Source: an optimization exercise on an open RTL-to-GDS flow (aim: small area and a short achievable clock period). Production flows keep margins and buffers that such runs may drop.
RTL that was checked went through simulation tests only; none was proved equivalent to the original.
No functional check of the RTL was part of runs 4 and 5.
Power is estimated from default activity; no workload was simulated.

**flow/flow/run.sh**
```bash
#!/bin/bash
set -euo pipefail
export POST_DETAIL_PLACE_TCL="$(pwd)/flow/place_out_ff.tcl"
bash standard.sh > standard_sh.log 2>&1
```
**flow/flow/place_out_ff.tcl**
```tcl
# Runs inside ORFS detailed placement (POST_DETAIL_PLACE_TCL), with the design loaded.
# For every output port: find the buffer driving it and the register driving that buffer,
# and place the register right next to the buffer; then legalise again.
set block [ord::get_db_block]
foreach bt [$block getBTerms] {
  if { [$bt getIoType] != "OUTPUT" } { continue }
  set net [$bt getNet]
  if { $net == "NULL" } { continue }
  set buf ""
  foreach it [$net getITerms] { if { [$it isOutputSignal] } { set buf [$it getInst] } }
  if { $buf == "" } { continue }
  set ff ""
  foreach it [$buf getITerms] {
    if { [$it isInputSignal] && [$it getNet] != "NULL" } {
      foreach d [[$it getNet] getITerms] {
                if { [$d isOutputSignal] } { set drv [$d getInst] }
      }
    }
  }
  if { [info exists drv] && [[$drv getMaster] isSequential] } { set ff $drv }
  if { $ff == "" } { continue }
  set loc [$buf getLocation]
  puts "place_out_ff: [$ff getName] -> next to [$buf getName] at $loc"
  $ff setLocation [lindex $loc 0] [lindex $loc 1]
  $ff setPlacementStatus PLACED
}
detailed_placement
optimize_mirroring
utl::info FLW 12 "Placement violations [check_placement -verbose]."
estimate_parasitics -placement
```
**flow/standard.sh**
```bash
#!/bin/bash
# synth_recipe.tcl (not shown) runs the flow's synth.tcl, then flattens the netlist and writes it again
# the make line also repeats each setting of config.mk as NAME=value (left out here)
make -C /OpenROAD-flow-scripts/flow DESIGN_CONFIG=/design/flow/config.mk WORK_HOME=/design/flow/orfs CLKGATE_MAP_FILE= SYNTH_SCRIPT=/design/flow/synth_recipe.tcl "${@:-finish}"
```
**flow/config.mk**
```make
export PLATFORM = sky130hd
export DESIGN_NAME = SPI_Wrapper
export DESIGN_NICKNAME = SPI_Wrapper
export VERILOG_FILES = /design/flow/design.v
export SDC_FILE = /design/flow/constraint.sdc
export NUM_CORES = 4
export LEC_CHECK = 0
export CAP_MARGIN = 20
export CORE_MARGIN = 2
export CORE_UTILIZATION = 65
export CTS_BUF_LIST = sky130_fd_sc_hd__clkbuf_16
export CTS_CLUSTER_DIAMETER = 100
export CTS_CLUSTER_SIZE = 30
export PLACE_DENSITY = 0.75
export SETUP_SLACK_MARGIN = 3.6
export SLEW_MARGIN = 20
```
**flow/constraint.sdc**
```tcl
create_clock -name core_clock -period 6.0 [get_ports {clk}]
set_input_delay 1.2000 -clock core_clock [delete_from_list [all_inputs] [get_ports {clk}]]
set_output_delay 1.2000 -clock core_clock [all_outputs]
set_load 0.01 [all_outputs]
```
**flow/design.v**
```verilog
module SPI_Slave(MOSI, MISO, SS_n, clk, rst_n, rx_data, rx_valid, tx_data, tx_valid);
	input MOSI, SS_n, clk, rst_n, tx_valid;
	input [7:0] tx_data;
	output reg rx_valid, MISO;
	output [9:0] rx_data;
	reg [3:0] st;
	reg [9:0] temp;
	reg [2:0] counter2;
	reg tx_busy;
	assign rx_data = temp;
	always @(posedge clk)
		temp <= {temp[8:0], MOSI};
	always @(posedge clk or negedge rst_n) begin
		if (~rst_n) begin
			st <= 4'd0;
			rx_valid <= 1'b0;
		end
		else begin
			rx_valid <= ~SS_n && (st == 4'd11);
			if (SS_n)
				st <= 4'd0;
			else if (st != 4'd12)
				st <= st + 4'd1;
		end
	end
	always @(posedge clk or negedge rst_n) begin
		if (~rst_n) begin
			MISO <= 1'b0;
			counter2 <= 3'd7;
			tx_busy <= 1'b0;
		end
		else if (tx_valid) begin
			counter2 <= 3'd7;
			tx_busy <= 1'b1;
			MISO <= 1'b0;
		end
		else if (tx_busy) begin
			MISO <= tx_data[counter2];
			counter2 <= counter2 - 3'd1;
			if (counter2 == 3'd0)
				tx_busy <= 1'b0;
		end
		else
			MISO <= 1'b0;
	end
endmodule
module RAM(clk, rst_n, din, rx_valid, dout, tx_valid);
	parameter MEM_DEPTH = 256;
	parameter ADDR_SIZE = 8;
	input clk, rst_n, rx_valid;
	input [9:0] din;
	output tx_valid;
	output [7:0] dout;
	reg [2047:0] ring;           
	reg [2:0] ph;
	reg [7:0] wr_add;            
	reg wr_zero;                 
	reg [7:0] rd_add;
	reg pend;
	reg [7:0] pdata;
	reg [7:0] rb;
	wire do_wa = rx_valid && (din[9:8] == 2'b00);
	wire do_wr = rx_valid && (din[9:8] == 2'b01);
	wire do_ra = rx_valid && (din[9:8] == 2'b10);
	assign tx_valid = rx_valid && (din[9:8] == 2'b11);
	assign dout = rb;
	reg land;
	reg [7:0] land_hi;
	reg [3:0] wa_lo;
	wire land_nx;
	wire [7:0] wr_add_nx = do_wa ? din[7:0] : ((do_wr && wr_zero) ? 8'd0 : wr_add);
	wire pend_nx = do_wr || (pend && !land);
	assign land_nx = pend_nx && (wr_add_nx[2:0] == ph - 3'd1);
	wire [2:0] ph1 = ph + 3'd1;
	wire refresh = (rd_add[2:0] == ph1);
	integer g, s;
	reg [7:0] ra_hi;
	reg [3:0] ra_lo;
	reg [7:0] tap;
	always @(*) begin
		tap = 8'd0;
		for (g = 0; g < 32; g = g + 1)
			tap = tap | (ring[(g*8)*8 +: 8] & {8{ra_hi[g/4] & ra_lo[g%4]}});
	end
	always @(posedge clk) begin
		for (g = 0; g < 32; g = g + 1) begin
			for (s = 7; s > 0; s = s - 1)
				ring[(g*8+s)*8 +: 8] <= ring[(g*8+s-1)*8 +: 8];
			if (land_hi[g/4] && wa_lo[g%4])
				ring[(g*8)*8 +: 8] <= pdata;
			else
				ring[(g*8)*8 +: 8] <= ring[(g*8+7)*8 +: 8];
		end
	end
	always @(posedge clk) begin
		ph <= ph - 3'd1;
		land <= land_nx;
		land_hi <= {8{land_nx}} & (8'd1 << wr_add_nx[7:5]);
		wa_lo <= 4'd1 << wr_add_nx[4:3];
		if (refresh)
			rb <= tap;
		pend <= pend_nx;
		if (do_wr)
			pdata <= din[7:0];
		wr_add <= wr_add_nx;
	end
	always @(posedge clk or negedge rst_n) begin
		if (~rst_n) begin
			wr_zero <= 1'b1;
			rd_add <= {ADDR_SIZE{1'b0}};
			ra_hi <= 8'd1;
			ra_lo <= 4'd1;
		end
		else begin
			if (do_wa || do_wr)
				wr_zero <= 1'b0;
			if (do_ra) begin
				rd_add <= din[7:0];
				ra_hi <= 8'd1 << din[7:5];
				ra_lo <= 4'd1 << din[4:3];
			end
		end
	end
endmodule
module SPI_Wrapper(clk, rst_n, MOSI, MISO, SS_n);
	input clk, rst_n, MOSI, SS_n;
	output  MISO;
	wire [9:0] data_from_SPI_to_RAM;
	wire [7:0] data_from_RAM_to_SPI;
	wire data_from_SPI_to_RAM_valid, data_from_RAM_to_SPI_valid;
	SPI_Slave SPI (
		.MOSI(MOSI),
		.MISO(MISO),
		.SS_n(SS_n),
		.clk(clk),
		.rst_n(rst_n),
		.rx_data(data_from_SPI_to_RAM),
		.rx_valid(data_from_SPI_to_RAM_valid),
		.tx_data(data_from_RAM_to_SPI),
		.tx_valid(data_from_RAM_to_SPI_valid)
	);
	RAM RAM1 (
		.clk(clk),
		.rst_n(rst_n),
		.din(data_from_SPI_to_RAM),
		.rx_valid(data_from_SPI_to_RAM_valid),
		.dout(data_from_RAM_to_SPI),
		.tx_valid(data_from_RAM_to_SPI_valid)
	);
endmodule
```
==> impl_metrics.csv, run 1 <==
group,metric,value,unit
worst_setup_path,setup.worst_path.start,"SPI.MISO",
clock_tree,cts_resized,4,
power,peakVddDrop,298,uV
place,place_hpwl,56600,um
layout,multi_input_area,0.00537,mm2
worst_setup_path,cp.arrival,1180,ps
logic_synthesis,yosys-top-cells-area,"dfxtp_1 86%, mux2_2 6.0%, a22oi_1 1.3%",
route,antenna_left,0,
timing,tns,0,ps
worst_setup_path,worstSetupPathType,"flip-flop to output port",
place,port_buffers,4,
die,io-pin-count,5,
logic_synthesis,synth.distinct_cells,45,
power,leakage,20.8,nW
job,maxCapViolations,0,
grt,grt_pass1_vias,19800,
place,postPlaceCellArea,0.0496,mm2
route,drtIter0Drc,1701,
layout,fill_cells,4612,
layout,fin_nets,2875,
clock_tree,clk_pin_slew,110,ps
clock_tree,cts_tree,"built",
timing,fin_crit_sh,39.6,%
worst_setup_path,startpoint_type,"flip-flop",
layout,syn_to_final_growth,6.53,%
logic_synthesis,ys_ff_latch,2125,
place,dp_cells,3752,
worst_setup_path,cp_cell_sequence,"buf_2",
logic_synthesis,ys.flop_type,"dfxtp_1",
layout,final-seq-area,0.0428,mm2
layout,final_cells,3846,
layout,layout_commonest_cell,"dfxtp_1",
logic_synthesis,synth_edf_count,16,
layout,fin_area,0.0517,mm2
worst_setup_path,ff2ff_setup_slack,3780,ps
clock_tree,numCtsBuffers,80,
power,p_clk_share,31.0,%
die,die_h,277,um
timing,period_minus_slack,2380,ps
layout,drive_gt1_share,13.1,%
timing,rsz0062_at_grt,"true",
grt,track_usage,23.3,%
power,power.total,20.5,mW
timing,tightest_slew,1150,ps
clock_tree,clock_sinks,2125,
grt,grt_start_max_net_pins,39,
grt,grt-ovfl-total,0,
timing,skew,32.9,ps
worst_setup_path,critPathBufInv,1,
worst_setup_path,critical-path-top-delay-family,"flip-flops",
power,swShare,19.0,%
clock_tree,cts_setup_buffers,0,
clock_tree,postCtsHoldBufs,0,
power,power_density,396,mW/mm2
timing,slew_headroom,23.3,%
worst_setup_path,critPathCaptureType,"output port",
route,wl,88800,um
logic_synthesis,syn_area,0.0486,mm2
logic_synthesis,yosys.area.top_type_share,85.9,%
logic_synthesis,ys_seq_area_share,88.2,%
logic_synthesis,yosysWarnings,2,
route,vias,19900,
clock_tree,clk_latency,680,ps
route,drt-wirelength-per-cell,23.1,um
logic_synthesis,synth_fp_nets,2847,
place,preCtsSetupSlack,3760,ps
clock_tree,h-tree-depth,3,
route,dr.pass1.iters,8,
grt,antenna_found_initial,0,
min_path,min_path_type,"flip-flop to flip-flop",
worst_setup_path,cp.required,4800,ps
logic_synthesis,synth.avg_cell_area,17.1,um2
timing,finalSetupViolCount,0,
power,p_sw,3.90,mW
min_path,min_from,"RAM1.ring[430]",
grt,grt_pass1_wl,131000,um
die,rows,100,
place,place.gp.congestion,0.891,
timing,final_hold_viol_count,0,
die,start_util,65.4,%
die,die_width,277,um
worst_setup_path,cp_max_fo,1,
logic_synthesis,synth_top_area_cell,"dfxtp_1",
timing,timing.final.ws_setup,3620,ps
timing,slew_viol_final,0,
clock_tree,cts_root_buf,"clkbuf_16",
logic_synthesis,synth_cells,2837,
worst_setup_path,cp_slowest_cell,"dfrtp_1",
layout,diodes,0,
worst_setup_path,slowest_delay,380,ps
die,core,0.0742,mm2
logic_synthesis,ys_async_sr_fraction,1.22,%
status,status,"timing/DRC/antenna clean",
power,seqPwrFrac,69.0,%
worst_setup_path,r2r-start,"RAM1.ra_hi[3]",
power,internal_power,16.6,mW
clock_tree,clockBufferDepth,3,
timing,fmax,0.420,GHz
route,route.detailed.drc,0,
layout,fin_util,69.7,%
layout,layout_common_cells,"2083 x dfxtp_1, 258 x mux2_2, 87 x a22oi_1",
die,dieArea,0.0769,mm2
timing,timing.hold.ws,317,ps
power,p_comb_share,0.1,%
route,vias_per_cell,5.16,
## cell usage after synthesis, types with 6 or more instances
cell type	number
a221oi_1	6
a222oi_1	13
a22o_1	52
a22oi_1	87
buf_1	11
buf_2	6
clkbuf_1	51
dfrtp_1	20
dfstp_2	6
dfxtp_1	2083
edfxtp_1	16
ha_1	6
inv_1	20
mux2_2	258
nand2_1	83
nand3_1	33
nand4_1	7
nor2_1	16
o21ai_0	13
## area by class of cell
cell class | instances | area share, %
clock buffers | 81 | 3.92
repair buffers | 15 | 0.227
clock inverters | 13 | 0.160
multi-input cells | 623 | 10.4
flip-flops and latches | 2125 | 82.8
inverters | 20 | 0.145
well taps | 969 | 2.34
## cells by family after synthesis
kind of cell	count (synthesis)	share of synthesized area, %
xor gates and xnor gates	7	0.126
adders and majority gates	6	0.155
buffers and inverters	89	0.719
and+or+nand+nor	158	1.51
AOI/OAI and AO/OA	190	3.14
muxes	262	6.12
DFF	2125	88.2
## flip-flops by register name, summed over array words and instances, names as in the netlist, 3 cells and up
register and flops:
RAM1.ph 3, RAM1.rd_add 3, RAM1.wa_lo 4, RAM1.rb 8
SPI.st 4, RAM1.land_hi 8, RAM1.pdata 8, RAM1.ra_lo 4
RAM1.ring 2048, RAM1.wr_add 8, SPI.counter2 3, SPI.temp 10
RAM1.ra_hi 8
## power groups by stage
stage	Sequential [mW]	Combinational, mW	Clock, mW
finish	14.1	0.0194	6.34
global route	14.1	0.0214	6.89
CTS	14.1	0.0193	6.44
detailed placement	14.5	0.0192	0
global placement	14.5	0.0173	0
floorplan	14.5	0.0110	0
## layer usage
metal | part of all wire, % | global-route usage (%) | vias to the layer above
met5 | 0 | 0 | -
met4 | 3.4 | 7.64 | 0
met3 | 4.5 | 3.49 | 172
met2 | 45 | 36.5 | 484
met1 | 47 | 33.8 | 9863
li1 | - | - | 9339
## final timing paths
kind                                   to  depth (start not counted)
max in group asynchronous        SPI.MISO                          2
max                                  MISO                          1
min                        RAM1.ring[438]                          0
min in group asynchronous       SPI.st[2]                          2
max reg2reg                    RAM1.rb[2]                          5
min reg2reg                RAM1.ring[438]                          0
==> inputs of run 2 (changes only) <==
--- a/flow/config.mk
+++ b/flow/config.mk
@@ -9,3 +9,3 @@
 export CORE_MARGIN = 2
-export CORE_UTILIZATION = 65
+export CORE_UTILIZATION = 72
 export CTS_BUF_LIST = sky130_fd_sc_hd__clkbuf_16
@@ -13,3 +13,3 @@
 export CTS_CLUSTER_SIZE = 30
-export PLACE_DENSITY = 0.75
+export PLACE_DENSITY = 0.82
 export SETUP_SLACK_MARGIN = 3.6
==> impl_metrics.csv, run 2 <==
group,metric,value,unit
status,status,"timing/DRC/antenna clean",
logic_synthesis,synth_fp_nets,2847,
worst_setup_path,crit_end,"MISO",
clock_tree,clk_latency,680,ps
min_path,min_path_cells,0,
logic_synthesis,synth_common_cells,"2083 x dfxtp_1, 258 x mux2_2, 87 x a22oi_1",
logic_synthesis,synth_most_common_cell,"dfxtp_1",
power,swShare,19.2,%
timing,fin_crit_sh,39.4,%
layout,final_cells,3761,
logic_synthesis,syn_area,0.0486,mm2
grt,grt-ovfl-total,0,
timing,fmax,0.423,GHz
layout,fin_util,77.3,%
layout,largest_reg_flops,2048,
die,die_width,264,um
logic_synthesis,yosys.area.top_type_share,85.9,%
route,vias,20400,
worst_setup_path,cp.arrival,1160,ps
power,leakage,20.9,nW
grt,grt_start_max_net_pins,38,
worst_setup_path,cp_slowest_cell,"dfrtp_1",
worst_setup_path,cp_max_fo,1,
grt,grt_pass1_vias,21300,
logic_synthesis,ys_async_sr_fraction,1.22,%
place,place.gp.congestion,0.903,
clock_tree,clk_pin_slew,110,ps
grt,antenna_found_initial,3,
power,internal_power,16.7,mW
clock_tree,numCtsBuffers,80,
worst_setup_path,ff2ff_setup_slack,3650,ps
route,drt-wirelength-per-cell,24.6,um
worst_setup_path,critPathBufInv,1,
power,power.total,20.7,mW
timing,timing.hold.ws,318,ps
die,rows,95,
timing,tns,0,ps
worst_setup_path,reg2reg_depth,4,
power,p_sw,3.97,mW
min_path,min_path_type,"flip-flop to flip-flop",
worst_setup_path,cp.required,4800,ps
timing,skew,38.0,ps
logic_synthesis,ys_ff_latch,2125,
power,seqPwrFrac,68.4,%
logic_synthesis,yosysWarnings,2,
timing,rsz0062_at_grt,"true",
die,start_util,72.6,%
place,port_buffers,4,
worst_setup_path,critical-path-top-delay-family,"flip-flops",
layout,reg.largest.list,"RAM1.ring x2048, SPI.temp x10",
power,peakVddDrop,292,uV
power,p_comb_share,0.1,%
clock_tree,cts_root_buf,"clkbuf_16",
worst_setup_path,startpoint_type,"flip-flop",
clock_tree,clock_sinks,2125,
route,vias_per_cell,5.42,
layout,fin_nets,2879,
worst_setup_path,setup.worst_path.start,"SPI.MISO",
clock_tree,h-tree-depth,3,
power,p_clk_share,31.5,%
logic_synthesis,synth.distinct_cells,45,
power,power_density,399,mW/mm2
die,die_h,264,um
worst_setup_path,r2r-start,"RAM1.ra_hi[7]",
worst_setup_path,critPathCaptureType,"output port",
route,route.detailed.drc,0,
clock_tree,postCtsHoldBufs,0,
worst_setup_path,r2r-end,"RAM1.rb[3]",
job,maxCapViolations,0,
logic_synthesis,ys_seq_area_share,88.2,%
route,drtIter0Drc,1730,
logic_synthesis,synth_edf_count,16,
timing,finalSetupViolCount,0,
layout,syn_to_final_growth,6.53,%
grt,track_usage,26.9,%
route,dr.pass1.iters,6,
logic_synthesis,ys.flop_type,"dfxtp_1",
worst_setup_path,crit_cells,1,
timing,tightest_slew,1180,ps
timing,slew_headroom,21.6,%
die,io-pin-count,5,
clock_tree,clockBufferDepth,3,
logic_synthesis,synth.avg_cell_area,17.1,um2
logic_synthesis,synth_top_area_cell,"dfxtp_1",
logic_synthesis,synth_cells,2837,
timing,slew_viol_final,0,
die,dieArea,0.0695,mm2
place,dp_cells,3660,
route,antenna_left,0,
layout,regMostFlops,"RAM1.ring",
die,core,0.0669,mm2
timing,period_minus_slack,2360,ps
worst_setup_path,worstSetupPathType,"flip-flop to output port",
grt,grt_pass1_wl,137000,um
layout,drive_gt1_share,13.2,%
route,wl,92400,um
layout,layout_commonest_cell,"dfxtp_1",
place,place_hpwl,56800,um
layout,diodes,0,
clock_tree,cts_tree,"built",
logic_synthesis,yosys-top-cells-area,"dfxtp_1 86%, mux2_2 6.0%, a22oi_1 1.3%",
worst_setup_path,cp_cell_sequence,"buf_2",
layout,layout_common_cells,"2083 x dfxtp_1, 258 x mux2_2, 87 x a22oi_1",
timing,final_hold_viol_count,0,
min_path,min_from,"RAM1.ring[1777]",
worst_setup_path,slowest_delay,380,ps
==> run 2: cell counts after synthesis <==
Identical to the previous run, type by type.
==> run 2: worst min-delay path by stage <==
| stage | end |
|---|---|
| floorplan | RAM1.ring[1000] |
| global placement | RAM1.ring[89] |
| detailed placement | RAM1.ring[1900] |
| CTS | RAM1.ring[1379] |
| global route | RAM1.ring[1151] |
| finish | RAM1.ring[1785] |
==> run 2: metal layers <==
metal	wire [um]	part of all wire, %	up-vias	track usage (%)
li1	-	-	9346	-
met1	38900	42	10000	35.8
met2	43100	47	749	43.3
met5	18	0.019	-	0.208
met4	4390	4.8	2	12.3
met3	5920	6.4	249	5.23
==> run 2: cell families after synthesis <==
logic type / Yosys count / synth area share (%)
AND/OR/NAND/NOR: 158 / 1.51
AO/OA/AOI/OAI: 190 / 3.14
buffers and inverters: 89 / 0.719
adder cells (fa/ha/maj): 6 / 0.155
flip-flops: 2125 / 88.2
multiplexers: 262 / 6.12
XOR/XNOR: 7 / 0.126
==> run 2: final cells by class <==
class | instances | area, um2
Sequential cell | 2125 | 42800
Tap cell | 873 | 1090
Clock buffer | 83 | 2080
Clock inverter | 18 | 119
Multi-Input combinational cell | 623 | 5370
Inverter | 20 | 75.1
Fill cell | 3414 | 15200
Timing Repair Buffer | 19 | 148
==> run 2: power groups by stage <==
stage / clock (mW) / sequential, mW / combinational, mW
floorplan: 0 / 14.5 / 0.0110
global placement: 0 / 14.5 / 0.0180
detailed placement: 0 / 14.5 / 0.0196
CTS: 6.53 / 14.1 / 0.0199
global route: 7.00 / 14.1 / 0.0225
finish: 6.51 / 14.1 / 0.0202
==> run 2: repair_timing <==
item / 4_1_cts / 5_1_grt
pin swaps: 0 / 0
setup buffers: 0 / 0
resized for setup: 4 / 1
setup endpoints to repair: 1 / 2
==> run 2: stage by stage <==
step	instance area, um2	worst slack (ps)
after global placement	49500	3650
after global routing	51700	3590
after CTS	51700	3610
after floorplan	48600	3970
after detailed placement	49500	3640
final	51700	3640
==> inputs of run 3 (changes only) <==
--- a/flow/config.mk
+++ b/flow/config.mk
@@ -9,3 +9,3 @@
 export CORE_MARGIN = 2
-export CORE_UTILIZATION = 72
+export CORE_UTILIZATION = 58
 export CTS_BUF_LIST = sky130_fd_sc_hd__clkbuf_16
@@ -13,3 +13,3 @@
 export CTS_CLUSTER_SIZE = 30
-export PLACE_DENSITY = 0.82
+export PLACE_DENSITY = 0.7
 export SETUP_SLACK_MARGIN = 3.6
==> impl_metrics.csv, run 3 <==
group,metric,value,unit
timing,finalSetupViolCount,0,
clock_tree,clock_sinks,2125,
logic_synthesis,ys.flop_type,"dfxtp_1",
logic_synthesis,synth_most_common_cell,"dfxtp_1",
die,rows,106,
logic_synthesis,synth.distinct_cells,45,
timing,period_minus_slack,2370,ps
place,postPlaceCellArea,0.0498,mm2
worst_setup_path,slowest_delay,380,ps
timing,skew,36.5,ps
worst_setup_path,worstSetupPathType,"flip-flop to output port",
timing,tns,0,ps
layout,syn_to_final_growth,6.94,%
timing,fin_crit_sh,39.6,%
timing,final_hold_viol_count,0,
logic_synthesis,ys_async_sr_fraction,1.22,%
route,vias,20000,
die,dieArea,0.0860,mm2
worst_setup_path,critical-path-top-delay-family,"flip-flops",
logic_synthesis,synth_top_family_by_area,"multiplexers",
power,leakage,20.9,nW
route,drt-wirelength-per-cell,22.3,um
timing,fmax,0.421,GHz
timing,rsz0062_at_grt,"true",
route,vias_per_cell,5.03,
timing,tightest_slew,1150,ps
status,status,"timing/DRC/antenna clean",
logic_synthesis,syn_area,0.0486,mm2
clock_tree,numCtsBuffers,80,
clock_tree,postCtsHoldBufs,0,
logic_synthesis,synth_cells,2837,
timing,timing.hold.ws,314,ps
layout,layout_commonest_cell,"dfxtp_1",
layout,reg.largest.list,"RAM1.ring x2048, SPI.temp x10",
worst_setup_path,cp_cell_sequence,"buf_2",
clock_tree,cts_setup_buffers,0,
grt,grt_pass1_vias,19900,
logic_synthesis,yosysWarnings,2,
logic_synthesis,synth-xor-area-share,0.126,%
power,p_sw,3.91,mW
power,power_density,395,mW/mm2
worst_setup_path,critPathBufInv,1,
worst_setup_path,cp_slowest_cell,"dfrtp_1",
layout,fin_util,62.3,%
worst_setup_path,r2r-end,"RAM1.rb[3]",
clock_tree,cts_root_buf,"clkbuf_16",
grt,antenna_found_initial,4,
logic_synthesis,synth_fp_nets,2847,
worst_setup_path,cp.arrival,1170,ps
place,place.gp.congestion,0.910,
place,place_hpwl,57400,um
grt,grt-ovfl-total,0,
logic_synthesis,synth.mux.area_fraction,6.12,%
die,die_width,293,um
layout,layout_common_cells,"2083 x dfxtp_1, 258 x mux2_2, 87 x a22oi_1",
place,port_buffers,4,
min_path,min_path_type,"flip-flop to flip-flop",
logic_synthesis,synthSimpleGateAreaFrac,1.51,%
die,io-pin-count,5,
worst_setup_path,crit_cells,1,
route,dr.pass1.iters,5,
min_path,min_path_cells,0,
logic_synthesis,synth-compound-area-share,3.14,%
clock_tree,cts_resized,4,
power,internal_power,16.6,mW
worst_setup_path,ff2ff_setup_slack,3780,ps
die,core,0.0833,mm2
clock_tree,cts_tree,"built",
power,peakVddDrop,300,uV
worst_setup_path,setup.worst_path.start,"SPI.MISO",
die,die_h,293,um
logic_synthesis,synth_fa_ha_area_share,0.155,%
route,route.detailed.drc,0,
power,p_comb_share,0.1,%
timing,slew_viol_final,0,
route,antenna_left,0,
worst_setup_path,startpoint_type,"flip-flop",
layout,largest_reg_flops,2048,
route,wl,88500,um
logic_synthesis,synth_edf_count,16,
clock_tree,h-tree-depth,3,
die,start_util,58.3,%
clock_tree,clk_latency,670,ps
clock_tree,clockBufferDepth,3,
logic_synthesis,synth_common_cells,"2083 x dfxtp_1, 258 x mux2_2, 87 x a22oi_1",
layout,fin_area,0.0519,mm2
grt,track_usage,20.7,%
clock_tree,clk_pin_slew,110,ps
layout,drive_gt1_share,13.1,%
place,dp_cells,3866,
logic_synthesis,ys_seq_area_share,88.2,%
logic_synthesis,synth.avg_cell_area,17.1,um2
timing,timing.final.ws_setup,3630,ps
power,p_clk_share,31.1,%
power,seqPwrFrac,68.8,%
worst_setup_path,critPathCaptureType,"output port",
place,preCtsSetupSlack,3700,ps
route,drtIter0Drc,1718,
timing,slew_headroom,23.4,%
worst_setup_path,crit_end,"MISO",
logic_synthesis,ys_ff_latch,2125,
logic_synthesis,yosys-top-cells-area,"dfxtp_1 86%, mux2_2 6.0%, a22oi_1 1.3%",
worst_setup_path,cp_max_fo,1,
worst_setup_path,cp.required,4800,ps
layout,fin_nets,2878,
layout,final_cells,3968,
power,swShare,19.1,%
job,maxCapViolations,0,
worst_setup_path,r2r-start,"RAM1.ra_hi[5]",
logic_synthesis,synth_top_area_cell,"dfxtp_1",
logic_synthesis,yosys.area.top_type_share,85.9,%
grt,grt_start_max_net_pins,39,
power,power.total,20.5,mW
layout,regMostFlops,"RAM1.ring",
worst_setup_path,reg2reg_depth,4,
grt,grt_pass1_wl,130000,um
-- run 3: cell counts after synthesis --
No cell type changed its count.
-- run 3: worst min-delay path by stage --
stage,slack (ps),to,startpoint
6_report,310,RAM1.ring[145],RAM1.ring[137]
5_1_grt,320,RAM1.ring[1579],RAM1.ring[1571]
4_1_cts,310,RAM1.ring[145],RAM1.ring[137]
3_5_place_dp,310,RAM1.ring[1680],RAM1.ring[1672]
3_3_place_gp,310,RAM1.ring[936],RAM1.ring[928]
2_1_floorplan,310,RAM1.ring[1000],RAM1.ring[992]
-- run 3: cell families after synthesis --
family | Yosys count
multiplexers | 262
AO/OA/AOI/OAI | 190
flip-flops | 2125
buffers and inverters | 89
adder cells (fa/ha/maj) | 6
XOR/XNOR | 7
AND/OR/NAND/NOR | 158
-- run 3: area by class of cell --
class	instances	area, um2
Antenna cell	5	12.5
Clock buffer	82	2050
Clock inverter	15	82.6
Fill cell	5833	31400
Inverter	20	75.1
Multi-Input combinational cell	623	5370
Sequential cell	2125	42800
Tap cell	1080	1350
Timing Repair Buffer	18	140
-- run 3: layer usage --
metal,vias to the layer above,GRT usage (%),part of all wire [%]
met5,-,0,0
met4,0,8.30,3.8
met3,185,4.31,6.3
met2,561,31.0,43
met1,9847,29.5,47
li1,9377,-,-
-- run 3: power by group through the flow --
stage          clock (mW)  sequential, mW  combinational, mW
2_1_floorplan           0            14.5             0.0110
3_3_place_gp            0            14.5             0.0176
3_5_place_dp            0            14.5             0.0195
4_1_cts              6.49            14.1             0.0197
5_1_grt              6.98            14.1             0.0225
6_report             6.38            14.1             0.0198
==> inputs of run 4 (changes only) <==
--- a/flow/design.v
+++ b/flow/design.v
@@ -66,9 +66,5 @@
 	assign dout = rb;
-	reg land;
-	reg [7:0] land_hi;
-	reg [3:0] wa_lo;
-	wire land_nx;
+	reg land_ph;
+	wire land = pend && land_ph;
 	wire [7:0] wr_add_nx = do_wa ? din[7:0] : ((do_wr && wr_zero) ? 8'd0 : wr_add);
-	wire pend_nx = do_wr || (pend && !land);
-	assign land_nx = pend_nx && (wr_add_nx[2:0] == ph - 3'd1);
 	wire [2:0] ph1 = ph + 3'd1;
@@ -76,10 +72,2 @@
 	integer g, s;
-	reg [7:0] ra_hi;
-	reg [3:0] ra_lo;
-	reg [7:0] tap;
-	always @(*) begin
-		tap = 8'd0;
-		for (g = 0; g < 32; g = g + 1)
-			tap = tap | (ring[(g*8)*8 +: 8] & {8{ra_hi[g/4] & ra_lo[g%4]}});
-	end
 	always @(posedge clk) begin
@@ -88,3 +76,3 @@
 				ring[(g*8+s)*8 +: 8] <= ring[(g*8+s-1)*8 +: 8];
-			if (land_hi[g/4] && wa_lo[g%4])
+			if (land && (wr_add[7:3] == g))
 				ring[(g*8)*8 +: 8] <= pdata;
@@ -96,10 +84,11 @@
 		ph <= ph - 3'd1;
-		land <= land_nx;
-		land_hi <= {8{land_nx}} & (8'd1 << wr_add_nx[7:5]);
-		wa_lo <= 4'd1 << wr_add_nx[4:3];
+		land_ph <= (wr_add_nx[2:0] == ph - 3'd1);
 		if (refresh)
-			rb <= tap;
-		pend <= pend_nx;
-		if (do_wr)
+			rb <= ring[(rd_add[7:3]*8)*8 +: 8];
+		if (do_wr) begin
+			pend <= 1'b1;
 			pdata <= din[7:0];
+		end
+		else if (land)
+			pend <= 1'b0;
 		wr_add <= wr_add_nx;
@@ -110,4 +99,2 @@
 			rd_add <= {ADDR_SIZE{1'b0}};
-			ra_hi <= 8'd1;
-			ra_lo <= 4'd1;
 		end
@@ -116,7 +103,4 @@
 				wr_zero <= 1'b0;
-			if (do_ra) begin
+			if (do_ra)
 				rd_add <= din[7:0];
-				ra_hi <= 8'd1 << din[7:5];
-				ra_lo <= 4'd1 << din[4:3];
-			end
 		end
--- a/flow/config.mk
+++ b/flow/config.mk
@@ -9,3 +9,3 @@
 export CORE_MARGIN = 2
-export CORE_UTILIZATION = 58
+export CORE_UTILIZATION = 65
 export CTS_BUF_LIST = sky130_fd_sc_hd__clkbuf_16
@@ -13,4 +13,4 @@
 export CTS_CLUSTER_SIZE = 30
-export PLACE_DENSITY = 0.7
-export SETUP_SLACK_MARGIN = 3.6
+export PLACE_DENSITY = 0.75
+export SETUP_SLACK_MARGIN = 3.65
 export SLEW_MARGIN = 20
==> impl_metrics.csv, run 4 <==
group,metric,value,unit
timing,slew_headroom,27.2,%
worst_setup_path,startpoint_type,"flip-flop",
layout,drive_gt1_share,18.0,%
clock_tree,h-tree-depth,3,
clock_tree,numCtsBuffers,80,
route,vias_per_cell,4.98,
logic_synthesis,ys_seq_area_share,87.9,%
die,core,0.0733,mm2
place,dp_cells,3564,
die,die_h,277,um
min_path,min_path_cells,0,
die,die_width,277,um
route,vias,18400,
logic_synthesis,yosysWarnings,2,
layout,fin_util,71.0,%
timing,fin_crit_sh,41.9,%
grt,grt_start_max_net_pins,33,
min_path,min_from,"RAM1.ring[1514]",
timing,tightest_slew,1090,ps
logic_synthesis,ys.flop_type,"dfxtp_1",
worst_setup_path,r2r-start,"RAM1.land_ph",
logic_synthesis,synth_top_area_cell,"dfxtp_1",
timing,slew_viol_final,0,
layout,layout_commonest_cell,"dfxtp_1",
layout,reg.largest.list,"RAM1.ring x2048, SPI.temp x10",
worst_setup_path,reg2reg_depth,5,
worst_setup_path,cp.required,6540,ps
worst_setup_path,worstSetupPathType,"flip-flop to flip-flop",
timing,skew,27.0,ps
layout,fin_nets,2715,
timing,tns,0,ps
clock_tree,clock_sinks,2106,
route,dr.pass1.iters,4,
logic_synthesis,ys_async_sr_fraction,0.902,%
power,power_density,392,mW/mm2
place,place.gp.congestion,0.819,
logic_synthesis,synth_edf_count,21,
logic_synthesis,synth.avg_cell_area,18.3,um2
layout,final_cells,3686,
min_path,hold_path_end,"RAM1.ring[1522]",
logic_synthesis,ys_ff_latch,2106,
clock_tree,clk_pin_slew,120,ps
route,wl,77200,um
clock_tree,clk_latency,660,ps
die,dieArea,0.0766,mm2
die,start_util,65.9,%
logic_synthesis,yosys.area.top_type_share,85.6,%
layout,syn_to_final_growth,7.76,%
route,antenna_left,0,
logic_synthesis,yosys-top-cells-area,"dfxtp_1 86%, mux2_2 6.1%, mux4_2 3.8%",
grt,antenna_found_initial,3,
worst_setup_path,ff2ff_setup_slack,3480,ps
worst_setup_path,critPathCaptureType,"flip-flop",
place,port_buffers,4,
grt,grt-ovfl-total,0,
job,maxCapViolations,0,
worst_setup_path,cp_max_fo,8,
logic_synthesis,synth_fp_nets,2646,
die,rows,99,
grt,track_usage,20.5,%
timing,final_hold_viol_count,0,
route,drtIter0Drc,1263,
logic_synthesis,syn_area,0.0483,mm2
die,io-pin-count,5,
route,route.detailed.drc,0,
power,peakVddDrop,301,uV
clock_tree,clockBufferDepth,3,
logic_synthesis,synth_common_cells,"2066 x dfxtp_1, 262 x mux2_2, 82 x mux4_2",
timing,rsz0062_at_grt,"true",
worst_setup_path,r2r-end,"RAM1.ring[963]",
power,leakage,20.8,nW
logic_synthesis,synth_cells,2636,
timing,period_minus_slack,2520,ps
logic_synthesis,synth_most_common_cell,"dfxtp_1",
layout,largest_reg_flops,2048,
route,drt-wirelength-per-cell,20.9,um
clock_tree,postCtsHoldBufs,0,
grt,grt_pass1_wl,117000,um
grt,grt_pass1_vias,18900,
place,place_hpwl,46900,um
min_path,min_path_type,"flip-flop to flip-flop",
timing,finalSetupViolCount,0,
logic_synthesis,synth.distinct_cells,34,
timing,timing.hold.ws,309,ps
timing,fmax,0.397,GHz
clock_tree,cts_tree,"built",
layout,layout_common_cells,"2066 x dfxtp_1, 254 x mux2_2, 84 x clkbuf_16",
clock_tree,cts_root_buf,"clkbuf_16",
worst_setup_path,cp.arrival,3060,ps
status,status,"timing/DRC/antenna clean",
layout,regMostFlops,"RAM1.ring",
## run 4: cell count changes in the layout (fill, tap and decap cells not counted), sizes merged, moves of 17 or more
cell and delta:
a22oi -88, buf +18, dfxtp -17, nand3 -22, a22o -49, nand2 -64, mux4 +80
## run 4: layer usage
layer	track usage, %	share of wire [%]	vias to the layer above
met2	30.6	44	360
li1	-	-	8694
met1	31.2	49	9203
met5	0	0	-
met3	3.37	5.0	104
met4	5.77	2.3	0
## run 4: critical path, cell delays in order (launching register included)
cell	delay, ps
dfxtp_1	400
nand2_1	120
nor2_1	350
nand3_1	350
nor2_1	750
mux2_2	420
## run 4: power breakdown
part	internal, mW	total [mW]	switching (mW)
registers	14.0	14.0	0.00839
clock network	2.53	6.37	3.84
logic	0.00780	0.0194	0.0116
total	16.5	20.4	3.86
## run 4: worst max path at each step
stage,startpoint,end,depth (start not counted)
after detailed placement,RAM1.rd_add[4],RAM1.rb[2],4
after floorplan,RAM1.rd_add[5],RAM1.rb[0],5
after global placement,RAM1.rd_add[4],RAM1.rb[2],4
after CTS,RAM1.land_ph,RAM1.ring[966],5
final,RAM1.land_ph,RAM1.ring[963],5
after global routing,RAM1.land_ph,RAM1.ring[966],5
## run 4: repair_timing
action | CTS | global route
buffers inserted | 12 | 0
setup endpoints to repair | 106 | 113
gates cloned | 5 | 1
gates resized for setup | 32 | 15
## run 4: cell families after synthesis
logic type	after synthesis	synth area share, %
DFF	2106	87.9
muxes	356	10.2
and+or+nand+nor	87	0.885
buffers and inverters	60	0.567
AOI/OAI and AO/OA	11	0.142
xor gates and xnor gates	10	0.181
adders and majority gates	6	0.155
## run 4: final cells by class
class / instances / area (um2)
multi-input cells: 470 / 5670
inverters: 11 / 41.3
repair buffers: 36 / 502
diodes: 2 / 5.00
fillers: 4314 / 21200
clock buffers: 83 / 2080
well taps: 959 / 1200
clock inverters: 19 / 113
flip-flops and latches: 2106 / 42500
## run 4: metrics by stage
stage | setup WS [ps] | cell area (um2) | power, mW
2_1_floorplan | 3720 | 48300 | 14.3
3_3_place_gp | 2740 | 49500 | 14.3
3_5_place_dp | 2650 | 49500 | 14.3
4_1_cts | 3580 | 52000 | 20.5
5_1_grt | 3460 | 52100 | 21.0
6_report | 3480 | 52100 | 20.4
==> inputs of run 5 (changes only) <==
--- a/flow/design.v
+++ b/flow/design.v
@@ -11,3 +11,4 @@
 	always @(posedge clk)
-		temp <= {temp[8:0], MOSI};
+		if (~SS_n && (st >= 4'd2) && (st <= 4'd11))
+			temp <= {temp[8:0], MOSI};
 	always @(posedge clk or negedge rst_n) begin
@@ -54,6 +55,9 @@
 	reg [2047:0] ring;           
-	reg [2:0] ph;
+	reg [3:0] ph;
+	reg [7:0] mem0;
 	reg [7:0] wr_add;            
 	reg wr_zero;                 
+	reg wa_wait;                 
 	reg [7:0] rd_add;
+	reg rd_zero;                 
 	reg pend;
@@ -61,2 +65,3 @@
 	reg [7:0] rb;
+	reg fwd;
 	wire do_wa = rx_valid && (din[9:8] == 2'b00);
@@ -65,17 +70,33 @@
 	assign tx_valid = rx_valid && (din[9:8] == 2'b11);
-	assign dout = rb;
-	reg land_ph;
-	wire land = pend && land_ph;
-	wire [7:0] wr_add_nx = do_wa ? din[7:0] : ((do_wr && wr_zero) ? 8'd0 : wr_add);
-	wire [2:0] ph1 = ph + 3'd1;
-	wire refresh = (rd_add[2:0] == ph1);
+	assign dout = rd_zero ? mem0 : (fwd ? pdata : rb);
+	reg land;
+	reg [3:0] land_hi;
+	reg [3:0] wa_lo;
+	wire busy = pend && !land;
+	wire wr_is0 = wr_zero || (wr_add == 8'd0);
+	wire do_wr0 = do_wr && wr_is0;
+	wire do_wrr = do_wr && !wr_is0;
+	wire [7:0] wr_add_nx = ((do_wa && !busy) || (wa_wait && land)) ? din[7:0] : wr_add;
+	wire pend_nx = do_wrr || busy;
+	wire land_nx = pend_nx && (wr_add_nx[3:0] == ph - 4'd1);
+	wire [7:0] rd_add_nx = do_ra ? din[7:0] : rd_add;
+	reg refr;
+	reg [7:0] ra_hi;
+	reg [3:0] ra_lo;
 	integer g, s;
+	reg [7:0] tap;
+	always @(*) begin
+		tap = 8'd0;
+		for (g = 0; g < 16; g = g + 1)
+			for (s = 0; s < 2; s = s + 1)
+				tap = tap | (ring[(g*16+s*8)*8 +: 8] & {8{ra_hi[g/2] & ra_lo[(g%2)*2+s]}});
+	end
 	always @(posedge clk) begin
-		for (g = 0; g < 32; g = g + 1) begin
-			for (s = 7; s > 0; s = s - 1)
-				ring[(g*8+s)*8 +: 8] <= ring[(g*8+s-1)*8 +: 8];
-			if (land && (wr_add[7:3] == g))
-				ring[(g*8)*8 +: 8] <= pdata;
+		for (g = 0; g < 16; g = g + 1) begin
+			for (s = 15; s > 0; s = s - 1)
+				ring[(g*16+s)*8 +: 8] <= ring[(g*16+s-1)*8 +: 8];
+			if (land_hi[g/4] && wa_lo[g%4])
+				ring[(g*16)*8 +: 8] <= pdata;
 			else
-				ring[(g*8)*8 +: 8] <= ring[(g*8+7)*8 +: 8];
+				ring[(g*16)*8 +: 8] <= ring[(g*16+15)*8 +: 8];
 		end
@@ -83,13 +104,18 @@
 	always @(posedge clk) begin
-		ph <= ph - 3'd1;
-		land_ph <= (wr_add_nx[2:0] == ph - 3'd1);
-		if (refresh)
-			rb <= ring[(rd_add[7:3]*8)*8 +: 8];
-		if (do_wr) begin
-			pend <= 1'b1;
+		ph <= ph - 4'd1;
+		land <= land_nx;
+		land_hi <= {4{land_nx}} & (4'd1 << wr_add_nx[7:6]);
+		wa_lo <= 4'd1 << wr_add_nx[5:4];
+		pend <= pend_nx;
+		if (do_wrr)
 			pdata <= din[7:0];
-		end
-		else if (land)
-			pend <= 1'b0;
+		if (do_wr0)
+			mem0 <= din[7:0];
 		wr_add <= wr_add_nx;
+		refr <= (rd_add_nx[2:0] == ph[2:0]);
+		ra_hi <= 8'd1 << rd_add_nx[7:5];
+		ra_lo <= 4'd1 << {rd_add_nx[4], rd_add_nx[3] ^ ph[3]};
+		if (refr)
+			rb <= tap;
+		fwd <= (pend_nx && (wr_add_nx == rd_add_nx)) || (fwd && !refr && !do_ra);
 	end
@@ -98,9 +124,17 @@
 			wr_zero <= 1'b1;
+			wa_wait <= 1'b0;
 			rd_add <= {ADDR_SIZE{1'b0}};
+			rd_zero <= 1'b1;
 		end
 		else begin
-			if (do_wa || do_wr)
+			if (do_wa)
 				wr_zero <= 1'b0;
-			if (do_ra)
+			if (do_wa && busy)
+				wa_wait <= 1'b1;
+			else if (land)
+				wa_wait <= 1'b0;
+			if (do_ra) begin
 				rd_add <= din[7:0];
+				rd_zero <= (din[7:0] == 8'd0);
+			end
 		end
--- a/flow/config.mk
+++ b/flow/config.mk
@@ -14,3 +14,3 @@
 export PLACE_DENSITY = 0.75
-export SETUP_SLACK_MARGIN = 3.65
+export SETUP_SLACK_MARGIN = 3.6
 export SLEW_MARGIN = 20
==> impl_metrics.csv, run 5 <==
group,metric,value,unit
status,status,"timing/DRC/antenna clean",
layout,drive_gt1_share,9.99,%
timing,slew_viol_final,0,
worst_setup_path,startpoint_type,"flip-flop",
timing,slew_headroom,19.4,%
layout,fin_nets,2799,
power,power_density,405,mW/mm2
clock_tree,clock_sinks,2139,
worst_setup_path,cp_max_fo,5,
timing,timing.final.ws_setup,3610,ps
route,route.detailed.drc,0,
power,peakVddDrop,432,uV
clock_tree,clk_latency,670,ps
timing,skew,30.0,ps
logic_synthesis,synth_common_cells,"2084 x dfxtp_1, 130 x mux2_2, 83 x a22oi_1",
layout,fin_util,70.3,%
die,start_util,65.5,%
logic_synthesis,synth_most_common_cell,"dfxtp_1",
layout,layout_commonest_cell,"dfxtp_1",
route,antenna_left,0,
clock_tree,cts_tree,"built",
grt,grt_pass1_vias,19200,
logic_synthesis,ys.flop_type,"dfxtp_1",
layout,reg.largest.list,"RAM1.ring x2048, SPI.temp x10",
grt,track_usage,21.2,%
place,dp_cells,3649,
power,leakage,20.5,nW
timing,tns,0,ps
timing,timing.hold.ws,308,ps
logic_synthesis,syn_area,0.0476,mm2
grt,grt-ovfl-total,0,
route,dr.pass1.iters,6,
logic_synthesis,synth.distinct_cells,49,
die,die_width,275,um
logic_synthesis,yosysWarnings,2,
layout,layout_common_cells,"2077 x dfxtp_1, 130 x mux2_2, 83 x a22oi_1",
die,core,0.0727,mm2
route,vias_per_cell,4.97,
place,place.gp.congestion,0.816,
worst_setup_path,r2r-start,"SPI.temp[8]",
logic_synthesis,synth.avg_cell_area,17.5,um2
timing,finalSetupViolCount,0,
layout,regMostFlops,"RAM1.ring",
place,preCtsSetupSlack,3200,ps
logic_synthesis,ys_async_sr_fraction,0.982,%
clock_tree,numCtsBuffers,81,
clock_tree,h-tree-depth,3,
logic_synthesis,ys_ff_latch,2139,
die,dieArea,0.0755,mm2
worst_setup_path,reg2reg_depth,6,
logic_synthesis,ys_seq_area_share,90.8,%
logic_synthesis,synth_cells,2723,
clock_tree,cts_root_buf,"clkbuf_16",
place,place_hpwl,45900,um
worst_setup_path,r2r-end,"RAM1.land_hi[1]",
route,wl,78600,um
layout,final_cells,3762,
clock_tree,clockBufferDepth,3,
die,io-pin-count,5,
route,vias,18700,
worst_setup_path,ff2ff_setup_slack,3610,ps
die,die_h,275,um
route,drt-wirelength-per-cell,20.9,um
min_path,hold_path_end,"RAM1.ring[1265]",
min_path,min_path_cells,0,
logic_synthesis,synth_edf_count,34,
worst_setup_path,cp.required,6590,ps
min_path,min_from,"RAM1.ring[1257]",
timing,fin_crit_sh,39.9,%
grt,grt_start_max_net_pins,33,
route,drtIter0Drc,1215,
timing,final_hold_viol_count,0,
die,rows,99,
clock_tree,clk_pin_slew,110,ps
layout,diodes,0,
logic_synthesis,yosys-top-cells-area,"dfxtp_1 88%, mux2_2 3.1%, edfxtp_1 2.1%",
worst_setup_path,cp.arrival,2980,ps
place,port_buffers,4,
timing,tightest_slew,1210,ps
worst_setup_path,setup.worst_path.start,"SPI.temp[8]",
job,maxCapViolations,0,
timing,fmax,0.418,GHz
layout,syn_to_final_growth,7.29,%
logic_synthesis,synth_fp_nets,2733,
worst_setup_path,critPathCaptureType,"flip-flop",
timing,period_minus_slack,2390,ps
min_path,min_path_type,"flip-flop to flip-flop",
clock_tree,postCtsHoldBufs,0,
worst_setup_path,worstSetupPathType,"flip-flop to flip-flop",
grt,antenna_found_initial,0,
logic_synthesis,synth_top_area_cell,"dfxtp_1",
logic_synthesis,yosys.area.top_type_share,87.6,%
layout,largest_reg_flops,2048,
timing,rsz0062_at_grt,"true",
grt,grt_pass1_wl,117000,um
[run 5: cell types whose count changed after synthesis, sizes merged, moves of 9 or more]
cell	before	now
a22oi	0	83
edfxtp	21	34
a221oi	0	9
mux4	82	5
mux2i	2	12
a222oi	0	23
a21oi	2	13
a22o	3	13
mux2	272	132
nand2	19	47
dfxtp	2066	2084
inv	11	27
nand3	11	48
[run 5: final cells by class]
class                      instances  area [um2]
inverter                          27         101
clock inverter                    15         104
clock buffer                      82        2050
multi-input combinational        510        4150
tap                              959        1200
timing repair buffer              30         231
sequential                      2139       43300
fill                            4399       21600
[run 5: where the power goes]
part	switching (mW)	total (mW)	internal, mW
sequential	0.0209	14.3	14.2
clock	3.89	6.40	2.51
combinational	0.0220	0.0355	0.0135
total	3.94	20.7	16.8
[run 5: cells by family after synthesis]
family,Yosys count,synth area share (%)
AO/OA/AOI/OAI,175,2.83
multiplexers,149,3.62
XOR/XNOR,19,0.349
flip-flops,2139,90.8
adder cells (fa/ha/maj),6,0.158
AND/OR/NAND/NOR,160,1.60
buffers and inverters,75,0.622
[run 5: per-layer routing]
metal / part of all wire, % / wire length (um) / track usage, % / vias up
li1: - / - / - / 9004
met1: 45 / 35600 / 29.0 / 9117
met2: 47 / 36700 / 34.2 / 397
met3: 4.6 / 3610 / 3.81 / 163
met4: 3.4 / 2710 / 7.92 / 0
met5: 0 / 0 / 0 / -
[run 5: worst max-delay path, stage by stage (launching register included)]
cell,delay [ps]
edfxtp_1,400
or3b_4,450
o21a_4,250
mux2_4,310
xor2_1,160
or4b_4,610
nor3_2,140
[run 5: how the worst max path moves through the flow]
stage / to / slack (ps) / depth (start not counted)
after floorplan: RAM1.land_hi[2] / 3550 / 8
after global routing: RAM1.land_hi[1] / 3500 / 6
after global placement: RAM1.land_hi[1] / 3250 / 6
after detailed placement: RAM1.land_hi[1] / 3200 / 6
final: RAM1.land_hi[1] / 3610 / 6
after CTS: RAM1.land_hi[1] / 3540 / 6
[run 5: through the flow]
step                power (mW)  area (um2)
finish                    20.7       51100
CTS                       20.8       51000
global route              21.3       51100
global placement          14.6       48800
floorplan                 14.6       47700
detailed placement        14.6       48800
[run 5: repair_timing]
action | in CTS | in global routing
gates cloned | 1 | 0
buffers inserted | 6 | 9
gates resized for setup | 12 | 7
setup endpoints to repair | 8 | 10
pin swaps | 3 | 4
==> inputs of run 6 (changes only) <==
--- a/flow/design.v
+++ b/flow/design.v
@@ -80,3 +80,3 @@
 	wire pend_nx = do_wrr || busy;
-	wire land_nx = pend_nx && (wr_add_nx[3:0] == ph - 4'd1);
+	wire land_nx = pend_nx && (wr_add[3:0] == ph - 4'd1);
 	wire [7:0] rd_add_nx = do_ra ? din[7:0] : rd_add;
@@ -106,4 +106,4 @@
 		land <= land_nx;
-		land_hi <= {4{land_nx}} & (4'd1 << wr_add_nx[7:6]);
-		wa_lo <= 4'd1 << wr_add_nx[5:4];
+		land_hi <= {4{land_nx}} & (4'd1 << wr_add[7:6]);
+		wa_lo <= 4'd1 << wr_add[5:4];
 		pend <= pend_nx;
@@ -119,3 +119,3 @@
 			rb <= tap;
-		fwd <= (pend_nx && (wr_add_nx == rd_add_nx)) || (fwd && !refr && !do_ra);
+		fwd <= (pend_nx && (wr_add == rd_add_nx)) || (fwd && !refr && !do_ra);
 	end
==> impl_metrics.csv, run 6 <==
group,metric,value,unit
power,peakVddDrop,314,uV
logic_synthesis,yosys-top-cells-area,"dfxtp_1 87%, mux2_2 3.1%, edfxtp_1 2.6%",
layout,layout_common_cells,"2072 x dfxtp_1, 131 x mux2_2, 86 x clkbuf_16",
route,vias_per_cell,5.01,
layout,drive_gt1_share,8.97,%
logic_synthesis,synth_edf_count,42,
grt,grt_start_max_net_pins,32,
die,start_util,65.5,%
logic_synthesis,yosys.area.top_type_share,87.2,%
layout,syn_to_final_growth,7.09,%
clock_tree,clk_pin_slew,110,ps
timing,fmax,0.422,GHz
grt,grt_pass1_wl,115000,um
logic_synthesis,synth.avg_cell_area,17.7,um2
status,status,"timing/DRC/antenna clean",
clock_tree,clock_sinks,2139,
timing,finalSetupViolCount,0,
die,die_h,275,um
timing,slew_viol_final,0,
grt,track_usage,20.7,%
timing,rsz0062_at_grt,"true",
clock_tree,cts_setup_buffers,0,
logic_synthesis,synth_cells,2697,
logic_synthesis,synth.distinct_cells,51,
clock_tree,postCtsHoldBufs,0,
timing,final_hold_viol_count,0,
power,p_sw,3.93,mW
clock_tree,numCtsBuffers,81,
worst_setup_path,critPathCaptureType,"output port",
route,drtIter0Drc,1497,
clock_tree,clk_latency,670,ps
layout,layout_commonest_cell,"dfxtp_1",
logic_synthesis,yosysWarnings,2,
layout,reg.largest.list,"RAM1.ring x2048, SPI.temp x10",
route,route.detailed.drc,0,
timing,skew,28.8,ps
clock_tree,clockBufferDepth,3,
grt,grt-ovfl-total,0,
route,dr.pass1.iters,5,
grt,antenna_found_initial,2,
timing,slew_headroom,18.6,%
place,place_hpwl,44900,um
job,maxCapViolations,0,
worst_setup_path,cp_max_fo,1,
route,antenna_left,0,
route,vias,18600,
layout,regMostFlops,"RAM1.ring",
layout,largest_reg_flops,2048,
timing,tightest_slew,1220,ps
power,power_density,408,mW/mm2
logic_synthesis,synth_most_common_cell,"dfxtp_1",
worst_setup_path,startpoint_type,"flip-flop",
die,dieArea,0.0755,mm2
power,p_clk_share,31.2,%
route,wl,76600,um
worst_setup_path,cp.arrival,1170,ps
logic_synthesis,syn_area,0.0477,mm2
layout,fin_nets,2753,
place,port_buffers,4,
timing,tns,0,ps
worst_setup_path,cp.required,4800,ps
worst_setup_path,worstSetupPathType,"flip-flop to output port",
logic_synthesis,synth_fp_nets,2707,
logic_synthesis,synth_top_area_cell,"dfxtp_1",
logic_synthesis,ys_seq_area_share,91.0,%
timing,fin_crit_sh,39.5,%
die,die_width,275,um
die,rows,99,
clock_tree,cts_tree,"built",
clock_tree,cts_root_buf,"clkbuf_16",
power,seqPwrFrac,68.6,%
power,internal_power,16.9,mW
die,io-pin-count,5,
worst_setup_path,slowest_delay,380,ps
layout,fin_util,70.2,%
die,core,0.0727,mm2
logic_synthesis,synth_common_cells,"2076 x dfxtp_1, 131 x mux2_2, 70 x a22oi_1",
timing,period_minus_slack,2370,ps
worst_setup_path,cp_cell_sequence,"clkbuf_2",
logic_synthesis,ys_ff_latch,2139,
power,leakage,20.3,nW
worst_setup_path,cp_slowest_cell,"dfrtp_1",
power,swShare,18.9,%
worst_setup_path,critPathBufInv,1,
logic_synthesis,ys.flop_type,"dfxtp_1",
power,p_comb_share,0.1,%
logic_synthesis,ys_async_sr_fraction,0.982,%
grt,grt_pass1_vias,18900,
worst_setup_path,critical-path-top-delay-family,"flip-flops",
clock_tree,h-tree-depth,3,
route,drt-wirelength-per-cell,20.6,um
min_path,min_path_type,"flip-flop to flip-flop",
place,place.gp.congestion,0.787,
-- run 6: what timing repair did --
action                                  in CTS  in global routing
gates cloned                                 0                  0
endpoints found under the setup margin       9                  9
gates resized for setup                      3                  3
-- run 6: area by class of cell --
| cell class | count | area [um2] |
|---|---|---|
| repair buffers | 12 | 90.1 |
| flip-flops and latches | 2139 | 43400 |
| clock inverters | 18 | 93.8 |
| clock buffers | 86 | 2150 |
| multi-input cells | 485 | 4050 |
| well taps | 959 | 1200 |
| inverters | 24 | 90.1 |
| diodes | 1 | 2.50 |
| fillers | 4390 | 21700 |
-- run 6: power groups by stage --
stage	clock, mW	sequential, mW	combinational [mW]
6_report	6.50	14.3	0.0311
5_1_grt	7.09	14.3	0.0344
4_1_cts	6.59	14.3	0.0313
3_5_place_dp	0	14.6	0.0312
3_3_place_gp	0	14.6	0.0288
2_1_floorplan	0	14.6	0.0220
-- run 6: per-stage QoR --
| stage | cell area [um2] | total power, mW | instances | worst slack [ps] | hold slack, ps |
|---|---|---|---|---|---|
| final | 51000 | 20.8 | 3724 | 3630 | 318 |
| after global routing | 51000 | 21.4 | 3723 | 3580 | 323 |
| after CTS | 51000 | 20.9 | 3723 | 3480 | 318 |
| after detailed placement | 48800 | 14.6 | 3619 | 3220 | 312 |
| after global placement | 48800 | 14.6 | 3619 | 3320 | 310 |
| after floorplan | 47700 | 14.6 | 2697 | 3940 | 310 |
-- run 6: cells by family (layout without fill, tap and decap cells) --
logic type | after synthesis | after routing | share of synthesized area (%)
adder cells (fa/ha/maj) | 6 | 6 | 0.158
flip-flops | 2139 | 2139 | 91.0
XOR/XNOR | 24 | 24 | 0.441
other | 0 | 1 | 0
AND/OR/NAND/NOR | 131 | 131 | 1.32
AO/OA/AOI/OAI | 175 | 175 | 2.91
multiplexers | 149 | 149 | 3.59
buffers and inverters | 73 | 140 | 0.609
-- run 6: metal layers --
| metal | wire (um) | track usage [%] |
|---|---|---|
| met3 | 3610 | 3.56 |
| met2 | 33300 | 30.9 |
| met5 | 0 | 0 |
| met4 | 2720 | 8.05 |
| met1 | 36900 | 30.5 |
-- run 6: final timing paths --
check	startpoint	end	slack (ps)	cells past startpoint
worst max-delay path	SPI.MISO	MISO	3630	1
worst min-delay path	RAM1.ring[1061]	RAM1.ring[1069]	320	0
worst max register to register	RAM1.ra_hi[1]	RAM1.rb[0]	3670	5
worst min register to register	RAM1.ring[1061]	RAM1.ring[1069]	320	0
max in group asynchronous	rst_n	SPI.counter2[1]	5160	1
min in group asynchronous	rst_n	SPI.MISO	470	1
==> inputs of run 7 (changes only) <==
--- a/flow/design.v
+++ b/flow/design.v
@@ -83,2 +83,3 @@
 	reg refr;
+	wire refr_nx = (rd_add_nx[2:0] == ph[2:0]);
 	reg [7:0] ra_hi;
@@ -114,7 +115,6 @@
 		wr_add <= wr_add_nx;
-		refr <= (rd_add_nx[2:0] == ph[2:0]);
-		ra_hi <= 8'd1 << rd_add_nx[7:5];
+		refr <= refr_nx;
+		ra_hi <= {8{refr_nx}} & (8'd1 << rd_add_nx[7:5]);
 		ra_lo <= 4'd1 << {rd_add_nx[4], rd_add_nx[3] ^ ph[3]};
-		if (refr)
-			rb <= tap;
+		rb <= tap | (rb & {8{~refr}});
 		fwd <= (pend_nx && (wr_add == rd_add_nx)) || (fwd && !refr && !do_ra);
==> impl_metrics.csv, run 7 <==
group,metric,value,unit
status,status,"timing/DRC/antenna clean",
logic_synthesis,synth_common_cells,"2084 x dfxtp_1, 129 x mux2_2, 57 x a22oi_1",
min_path,min_from,"RAM1.ring[1295]",
logic_synthesis,synth.mux.area_fraction,3.59,%
layout,regMostFlops,"RAM1.ring",
timing,finalSetupViolCount,0,
min_path,hold_path_end,"RAM1.ring[1303]",
grt,grt_use_met2,31.8,%
logic_synthesis,yosys.area.top_type_share,87.5,%
logic_synthesis,ys_seq_area_share,90.8,%
worst_setup_path,cp.required,4800,ps
route,drtIter0Drc,1308,
power,peakVddDrop,342,uV
grt,grt_start_max_net_pins,32,
grt,grt_util_met1,31.0,%
worst_setup_path,critPathBufInv,1,
clock_tree,cts_root_buf,"clkbuf_16",
logic_synthesis,ys.flop_type,"dfxtp_1",
layout,fin_area,0.0510,mm2
timing,timing.final.ws_setup,3630,ps
die,die_width,275,um
grt,grt_pass1_wl,116000,um
worst_setup_path,startpoint_type,"flip-flop",
logic_synthesis,synth-xor-area-share,0.367,%
logic_synthesis,synth_edf_count,34,
worst_setup_path,cp_slowest_cell,"dfrtp_1",
job,maxCapViolations,0,
grt,track_usage,20.9,%
layout,fin_util,70.0,%
logic_synthesis,synth_fa_ha_area_share,0.157,%
timing,fmax,0.421,GHz
die,io-pin-count,5,
place,place.gp.congestion,0.796,
layout,drive_gt1_share,9.06,%
power,leakage,20.4,nW
logic_synthesis,synthSimpleGateAreaFrac,1.50,%
timing,slew_headroom,25.1,%
timing,tightest_slew,1120,ps
worst_setup_path,cp_max_fo,1,
timing,timing.hold.ws,319,ps
logic_synthesis,synth_top_family_by_area,"multiplexers",
worst_setup_path,critical-path-top-delay-family,"flip-flops",
timing,skew,20.0,ps
worst_setup_path,ff2ff_setup_slack,3830,ps
logic_synthesis,synth.avg_cell_area,17.6,um2
timing,period_minus_slack,2370,ps
timing,fin_crit_sh,39.5,%
layout,layout_commonest_cell,"dfxtp_1",
route,dr.pass1.iters,9,
die,rows,99,
logic_synthesis,ys_ff_latch,2139,
worst_setup_path,slowest_delay,380,ps
route,vias_per_cell,5.02,
grt,grt_util_met3,3.15,%
clock_tree,cts_tree,"built",
clock_tree,clockBufferDepth,3,
layout,reg.largest.list,"RAM1.ring x2048, SPI.temp x10",
logic_synthesis,yosys-top-cells-area,"dfxtp_1 88%, mux2_2 3.0%, edfxtp_1 2.1%",
timing,slew_viol_final,0,
route,vias,18800,
worst_setup_path,r2r-start,"RAM1.pdata[3]",
worst_setup_path,r2r-end,"SPI.MISO",
grt,grt-ovfl-total,0,
die,core,0.0728,mm2
route,wl,77800,um
place,postPlaceCellArea,0.0488,mm2
logic_synthesis,synth_fp_nets,2725,
route,route.detailed.drc,0,
place,place_hpwl,44700,um
timing,final_hold_viol_count,0,
worst_setup_path,cp_cell_sequence,"buf_2",
logic_synthesis,synth_most_common_cell,"dfxtp_1",
layout,layout_common_cells,"2080 x dfxtp_1, 129 x mux2_2, 83 x clkbuf_16",
clock_tree,h-tree-depth,3,
clock_tree,clock_sinks,2139,
logic_synthesis,synth-compound-area-share,2.97,%
worst_setup_path,cp.arrival,1170,ps
min_path,min_path_cells,0,
clock_tree,numCtsBuffers,81,
logic_synthesis,synth_cells,2715,
die,die_h,275,um
clock_tree,clk_latency,670,ps
worst_setup_path,worstSetupPathType,"flip-flop to output port",
logic_synthesis,synth_top_area_cell,"dfxtp_1",
place,preCtsSetupSlack,3230,ps
logic_synthesis,yosysWarnings,2,
die,start_util,65.4,%
min_path,min_path_type,"flip-flop to flip-flop",
logic_synthesis,ys_async_sr_fraction,0.982,%
route,drt-wirelength-per-cell,20.8,um
timing,rsz0062_at_grt,"true",
clock_tree,clk_pin_slew,100,ps
layout,syn_to_final_growth,6.96,%
layout,fin_nets,2779,
route,antenna_left,0,
logic_synthesis,syn_area,0.0477,mm2
die,dieArea,0.0755,mm2
grt,grt_pass1_vias,19200,
timing,tns,0,ps
worst_setup_path,critPathCaptureType,"output port",
layout,largest_reg_flops,2048,
clock_tree,postCtsHoldBufs,0,
logic_synthesis,synth.distinct_cells,48,
grt,top_usage_layer,"met2",
grt,antenna_found_initial,1,
power,power_density,406,mW/mm2
worst_setup_path,reg2reg_depth,4,
place,port_buffers,4,
-- run 7: changes by cell type after synthesis, moves of 5 or more --
cell,before,now
edfxtp_1,42,34
dfxtp_1,2076,2084
xor2_1,13,5
a22oi_1,70,57
a22o_1,37,52
buf_2,6,1
inv_1,24,30
a222oi_1,19,25
nand3_1,27,37
nand2_1,47,53
-- run 7: how the worst max path moves through the flow --
| stage | slack [ps] | to | from | cells past startpoint |
|---|---|---|---|---|
| after floorplan | 3940 | SPI.temp[0] | SS_n | 1 |
| after global placement | 3320 | SPI.temp[9] | SS_n | 2 |
| after detailed placement | 3230 | SPI.temp[5] | SS_n | 2 |
| after CTS | 3590 | MISO | SPI.MISO | 1 |
| after global routing | 3590 | MISO | SPI.MISO | 1 |
| final | 3630 | MISO | SPI.MISO | 1 |
-- run 7: metal layers --
metal | part of all wire, % | wire length (um) | vias to the layer above
met1 | 49 | 37900 | 9323
met3 | 4.0 | 3150 | 146
met4 | 3.4 | 2610 | 0
li1 | - | - | 8952
met2 | 44 | 34200 | 371
met5 | 0 | 0 | -
-- run 7: worst reg2reg max path, delay by kind of cell (launching register included) --
kind           cells  cell delay [ps]
flip-flops         1              860
multiplexers       2              660
AO/OA/AOI/OAI      2              570
-- run 7: area by class of cell --
class	instances	area [um2]
Fill cell	4518	21800
Inverter	30	113
Sequential cell	2139	43300
Multi-Input combinational cell	498	4100
Clock inverter	12	75.1
Clock buffer	83	2080
Timing Repair Buffer	19	143
Tap cell	959	1200
Antenna cell	1	2.50
-- run 7: what timing repair did --
item / 4_1_cts / 5_1_grt
resized for setup: 4 / 0
setup endpoints to repair: 1 / 2
gates cloned: 0 / 0
buffers inserted: 0 / 3
-- run 7: cells by family (layout without fill, tap and decap cells) --
logic type	count (synthesis)	count (layout)
AO/OA/AOI/OAI	176	176
XOR/XNOR	20	20
adder cells (fa/ha/maj)	6	6
buffers and inverters	78	144
flip-flops	2139	2139
multiplexers	149	149
other	0	1
AND/OR/NAND/NOR	147	147
-- run 7: power by group --
part	switching, mW	leakage, nW	internal, mW
registers	0.0201	17.4	14.2
logic	0.0179	1.95	0.0120
clock network	3.87	1.09	2.53
-- run 7: metrics by stage --
step                power, mW  instances
CTS                      20.8       3737
global route             21.2       3740
detailed placement       14.6       3642
floorplan                14.6       2715
finish                   20.7       3741
global placement         14.6       3642

[re-timing with driven ports]
In the flow no input, the clock included, has a driving cell. The finished layouts below were timed again as built, in two steps. Step 1 sets driving cells, clkbuf_16 on the clock port and buf_2 on the other inputs (assumed; they add their load-dependent delay and slew). Step 2 times the ports against the registers' clock, not the clock port: input delays grow and output delays shrink by t, the midpoint of the rising clock arrivals with the driver on. a / b / c = ideal ports / drivers / drivers and shift; a / b = the first two.
run | shift t [ns] | setup WS [ns] | latest minus earliest clock arrival (ns) | worst data-port slew with drivers (ns) | pins driven straight from the clock port
run 1 | 0.734 | 3.621 / 3.553 / 3.777 | 0.037 / 0.037 | 0.03 | 1
run 2 | 0.721 | 3.636 / 3.571 / 3.653 | 0.040 / 0.040 | 0.03 | 1
run 3 | 0.724 | 3.627 / 3.558 / 3.781 | 0.041 / 0.040 | 0.03 | 1
run 4 | 0.712 | 3.484 / 3.484 / 3.484 | 0.032 / 0.033 | 0.05 | 1
run 5 | 0.720 | 3.606 / 3.561 / 3.255 | 0.033 / 0.033 | 0.04 | 1
run 6 | 0.718 | 3.629 / 3.565 / 3.231 | 0.033 / 0.032 | 0.03 | 1
run 7 | 0.726 | 3.627 / 3.559 / 3.248 | 0.030 / 0.029 | 0.03 | 1
After both steps setup and hold are still met in every run listed. The setup slack of run 6, which loses most, moves by -0.064 ns with the drivers and by -0.398 ns with both steps.
